What follows belongs to an exercise in optimizing a design on an open flow for small area; a production flow would make more cautious choices. Only simulation tests tie the RTL to the original design; equivalence was not proved. No activity file was given, so power comes from the tool's default toggle rates.

// fifo
module fifo #(
  parameter DWIDTH             = 4,
  parameter AWIDTH             = 8,
  parameter SHOWAHEAD          = 1,
  parameter ALMOST_FULL_VALUE  = 6,
  parameter ALMOST_EMPTY_VALUE = 2,
  parameter REGISTER_OUTPUT    = 0
)(
  input                     clk_i,
  input                     srst_i,
  input [DWIDTH-1:0]        data_i,
  input                     wrreq_i,
  input                     rdreq_i,
  output logic [DWIDTH-1:0] q_o,
  output logic              empty_o,
  output logic              full_o,
  output logic [AWIDTH:0]   usedw_o,
  output logic              almost_full_o,
  output logic              almost_empty_o
);
Size in the first run: ~1000 flip-flops, roughly 25 I/O pins, roughly 36000 µm² of cells after synthesis.
export LEC_CHECK = 0
export CAP_MARGIN = 10
export CORE_MARGIN = 2
export CORE_UTILIZATION = 70
export CTS_BUF_LIST = sky130_fd_sc_hd__clkbuf_16
export CTS_CLUSTER_DIAMETER = 60
export CTS_CLUSTER_SIZE = 30
export SLEW_MARGIN = 10
export SYNTH_HIERARCHICAL = 1
export SYNTH_MINIMUM_KEEP_SIZE = 0
create_clock -name core_clock -period 5.0 [get_ports {clk_i}]
standard.sh (not shown) runs the stock make flow with config.mk's settings and CLKGATE_MAP_FILE= SYNTH_SCRIPT=/design/flow/synth_recipe.tcl, a recipe that flattens the netlist after the stock synthesis.
==> flow/flow/run.sh <==
#!/bin/bash
# Own flow: the standard layout (standard.sh) with three changes to how
# the layout is made:
#  - clock tree synthesis without dummy loads,
#  - port buffers of the smallest buffer cell,
#  - the power-recovery pass of global routing, which downsizes gates that
#    have slack to spare.
# Each tool's full output stays in orfs/logs; make's output goes to standard.log.
set -o pipefail
bash standard.sh \
  "CTS_ARGS=-sink_clustering_enable -repair_clock_nets -dont_use_dummy_load -sink_clustering_size 30 -sink_clustering_max_diameter 60 -buf_list sky130_fd_sc_hd__clkbuf_16" \
  "BUFFER_PORTS_ARGS=-buffer_cell sky130_fd_sc_hd__buf_1" \
  RECOVER_POWER=100 \
  finish > standard.log 2>&1
The first run reached the layout checks and failed them: max-capacitance violations, max-slew violations.
Change:
==> flow/run.sh (new file) <==
#!/bin/bash
# synth_recipe.tcl (not shown) runs the flow's synth.tcl, then flattens the netlist and writes it again
# the make line also repeats each setting of config.mk as NAME=value (left out here)
make -C /OpenROAD-flow-scripts/flow DESIGN_CONFIG=/design/flow/config.mk WORK_HOME=/design/flow/orfs CLKGATE_MAP_FILE= SYNTH_SCRIPT=/design/flow/synth_recipe.tcl finish
removed: flow/flow/run.sh
removed: flow/standard.sh
The changed run produced a clean layout.
Non-clock buffer count is lower by 13.
Design area is higher slightly.
Worst setup slack got worse by 0.22 ns.
Critical path depth is lower by 1.
Clock power is higher by about a fifth.
Utilization is higher by 1.2 points.
Wire length is higher slightly.
Maximum frequency is lower by a few percent.
Total power is higher by a few percent.
Synthesized cell count is unchanged.
Change:
==> flow/flow/run.sh (new file) <==
#!/bin/bash
# Own flow: the standard layout (standard.sh) with two changes to how
# the layout is made:
#  - clock tree synthesis without dummy loads,
#  - port buffers of the smallest buffer cell (repair_design still sizes them).
# Each tool's full output stays in orfs/logs; make's output goes to standard.log.
set -o pipefail
bash standard.sh \
  "CTS_ARGS=-sink_clustering_enable -repair_clock_nets -dont_use_dummy_load -sink_clustering_size 30 -sink_clustering_max_diameter 60 -buf_list sky130_fd_sc_hd__clkbuf_16" \
  "BUFFER_PORTS_ARGS=-buffer_cell sky130_fd_sc_hd__buf_1" \
  finish > standard.log 2>&1
==> flow/standard.sh (new file) <==
#!/bin/bash
# synth_recipe.tcl (not shown) runs the flow's synth.tcl, then flattens the netlist and writes it again
# the make line also repeats each setting of config.mk as NAME=value (left out here)
make -C /OpenROAD-flow-scripts/flow DESIGN_CONFIG=/design/flow/config.mk WORK_HOME=/design/flow/orfs CLKGATE_MAP_FILE= SYNTH_SCRIPT=/design/flow/synth_recipe.tcl "${@:-finish}"
removed: flow/run.sh
=> The new run passed the timing, design-rule and antenna checks; first-iteration DRC count shrinks by 0.97%; via count shrinks by 1.0%; routed wire length went down by 1.1%.

* * *

job 433:
fifo, a different RTL version from the one above (not shown whole).
For scale: roughly 1000 flip-flops, ~25 I/O pins, about 0.036 sq mm of cells after synthesis.
// fifo
module fifo #(
  parameter DWIDTH             = 4,
  parameter AWIDTH             = 8,
  parameter SHOWAHEAD          = 1,
  parameter ALMOST_FULL_VALUE  = 6,
  parameter ALMOST_EMPTY_VALUE = 2,
  parameter REGISTER_OUTPUT    = 0
)(
  input                     clk_i,
  input                     srst_i,
  input [DWIDTH-1:0]        data_i,
  input                     wrreq_i,
  input                     rdreq_i,
  output logic [DWIDTH-1:0] q_o,
  output logic              empty_o,
  output logic              full_o,
  output logic [AWIDTH:0]   usedw_o,
  output logic              almost_full_o,
  output logic              almost_empty_o
);
export LEC_CHECK = 0
export CAP_MARGIN = 10
export CORE_MARGIN = 2
export CORE_UTILIZATION = 70
export CTS_BUF_LIST = sky130_fd_sc_hd__clkbuf_16
export CTS_CLUSTER_DIAMETER = 60
export CTS_CLUSTER_SIZE = 30
export SLEW_MARGIN = 10
export SYNTH_HIERARCHICAL = 1
export SYNTH_MINIMUM_KEEP_SIZE = 0
create_clock -name core_clock -period 5.0 [get_ports {clk_i}]
==> flow/flow/run.sh <==
#!/bin/bash
# Own flow: the standard layout (standard.sh) with two changes to how
# the layout is made:
#  - clock tree synthesis with small leaf buffers (clkbuf_4 driving clusters
#    of at most 10 flip-flops) and no dummy loads,
#  - port buffers of the smallest buffer cell (repair_design still sizes them).
# Each tool's full output stays in orfs/logs; make's output goes to standard.log.
set -o pipefail
bash standard.sh \
  "CTS_ARGS=-sink_clustering_enable -repair_clock_nets -dont_use_dummy_load -sink_clustering_size 10 -sink_clustering_max_diameter 30 -buf_list sky130_fd_sc_hd__clkbuf_4 -root_buf sky130_fd_sc_hd__clkbuf_16" \
  "BUFFER_PORTS_ARGS=-buffer_cell sky130_fd_sc_hd__buf_1" \
  finish > standard.log 2>&1
The following lists how job 1814 was set up differently from job 433:
==> flow/flow/run.sh <==
#!/bin/bash
# Own flow: the standard layout (standard.sh) with two changes to how
# the layout is made:
#  - clock tree synthesis with leaf buffers of clkbuf_8 driving clusters
#    of at most 20 flip-flops) and no dummy loads,
#  - port buffers of the smallest buffer cell (repair_design still sizes them).
# Each tool's full output stays in orfs/logs; make's output goes to standard.log.
set -o pipefail
bash standard.sh \
  "CTS_ARGS=-sink_clustering_enable -repair_clock_nets -dont_use_dummy_load -sink_clustering_size 20 -sink_clustering_max_diameter 40 -buf_list sky130_fd_sc_hd__clkbuf_8 -root_buf sky130_fd_sc_hd__clkbuf_16" \
  "BUFFER_PORTS_ARGS=-buffer_cell sky130_fd_sc_hd__buf_1" \
  finish > standard.log 2>&1
- Job 1814 closes out successfully: all stages finished, all timing, DRC and antenna checks passed.
- [diff] overall routed net length, job 1814 relative to job 433: regression
- Changes observed in job 1814 relative to job 433: worst-case setup margin in the final layout now larger; total via count in the routed design went down 166.
What job 7427 does differently from job 1814 at the input level:
==> flow/flow/run.sh <==
#!/bin/bash
# Own flow: the standard layout (standard.sh) with two changes to how
# the layout is made:
#  - clock tree synthesis with small leaf buffers (clkbuf_4 driving clusters
#    of at most 12 flip-flops) and no dummy loads,
#  - port buffers of the smallest buffer cell (repair_design still sizes them).
# Each tool's full output stays in orfs/logs; make's output goes to standard.log.
set -o pipefail
bash standard.sh \
  "CTS_ARGS=-sink_clustering_enable -repair_clock_nets -dont_use_dummy_load -sink_clustering_size 12 -sink_clustering_max_diameter 30 -buf_list sky130_fd_sc_hd__clkbuf_4 -root_buf sky130_fd_sc_hd__clkbuf_16" \
  "BUFFER_PORTS_ARGS=-buffer_cell sky130_fd_sc_hd__buf_1" \
  finish > standard.log 2>&1
==> results.txt <==
Job 1814 → job 7427: final area lower; relative contribution of combinational cells to total power closely matched the old numbers; standby leakage power down 0.89%; clock period minus worst slack increased 0.023 ns; power shows a reduction of about 4.7%. Job 7427 completed every stage of the flow, and the final layout passed the timing, design-rule and antenna checks. The fill cell instance count of the final layout number comes out lower for job 1814 vs job 7427. Number of hold buffers added after CTS delta (job 1814 -> job 7427): insignificant. Cell count, job 7427 vs job 1814: up slightly. Taking job 1814 as the reference point, the length of routed met3 wiring of job 7427 falls by 5.9%. Compared to job 1814, the routing of job 7427 uses less wire. [job 7427 vs job 1814] clock-buffer cell count: higher in job 7427.

[port drivers added, routing unchanged]
Ports are ideal in the flow. The routed layouts listed here were re-timed in OpenROAD.
Step 1 assumes that a clkbuf_16 drives the clock port and a buf_2 every other input.
Step 2, shift: input delay + t, output delay - t, t = (earliest + latest rising clock arrival at the registers) / 2. This alone moves slack from input paths to output paths.
Three values: no drivers, after step 1, after step 2; two values: the first two.
run | t, ns | slack for setup (ns) | hold WS [ns] | worst setup path at the end | worst register clock-pin slew, ns
the first run of note 1 | 0.681 | 0.593 / 0.593 / 0.129 | 0.411 / 0.411 / 0.411 | input to register | 0.11 / 0.11
the second run of note 1 | 0.684 | 0.373 / 0.373 / 0.373 | 0.446 / 0.446 / 0.446 | register to register | 0.11 / 0.11
the third run of note 1 | 0.681 | 0.944 / 0.944 / 0.944 | 0.400 / 0.400 / 0.400 | register to register | 0.11 / 0.11
job 433 | 0.751 | 1.271 / 1.271 / 1.271 | 0.397 / 0.397 / 0.397 | register to register | 0.11 / 0.11
job 1814 | 0.669 | 1.309 / 1.309 / 1.309 | 0.411 / 0.411 / 0.411 | register to register | 0.11 / 0.11
job 7427 | 0.732 | 1.286 / 1.286 / 1.286 | 0.402 / 0.402 / 0.402 | register to register | 0.12 / 0.12
The setup slack of the first run of note 1, which loses most, moves by 0.000 ns with the drivers and by -0.464 ns with both steps.
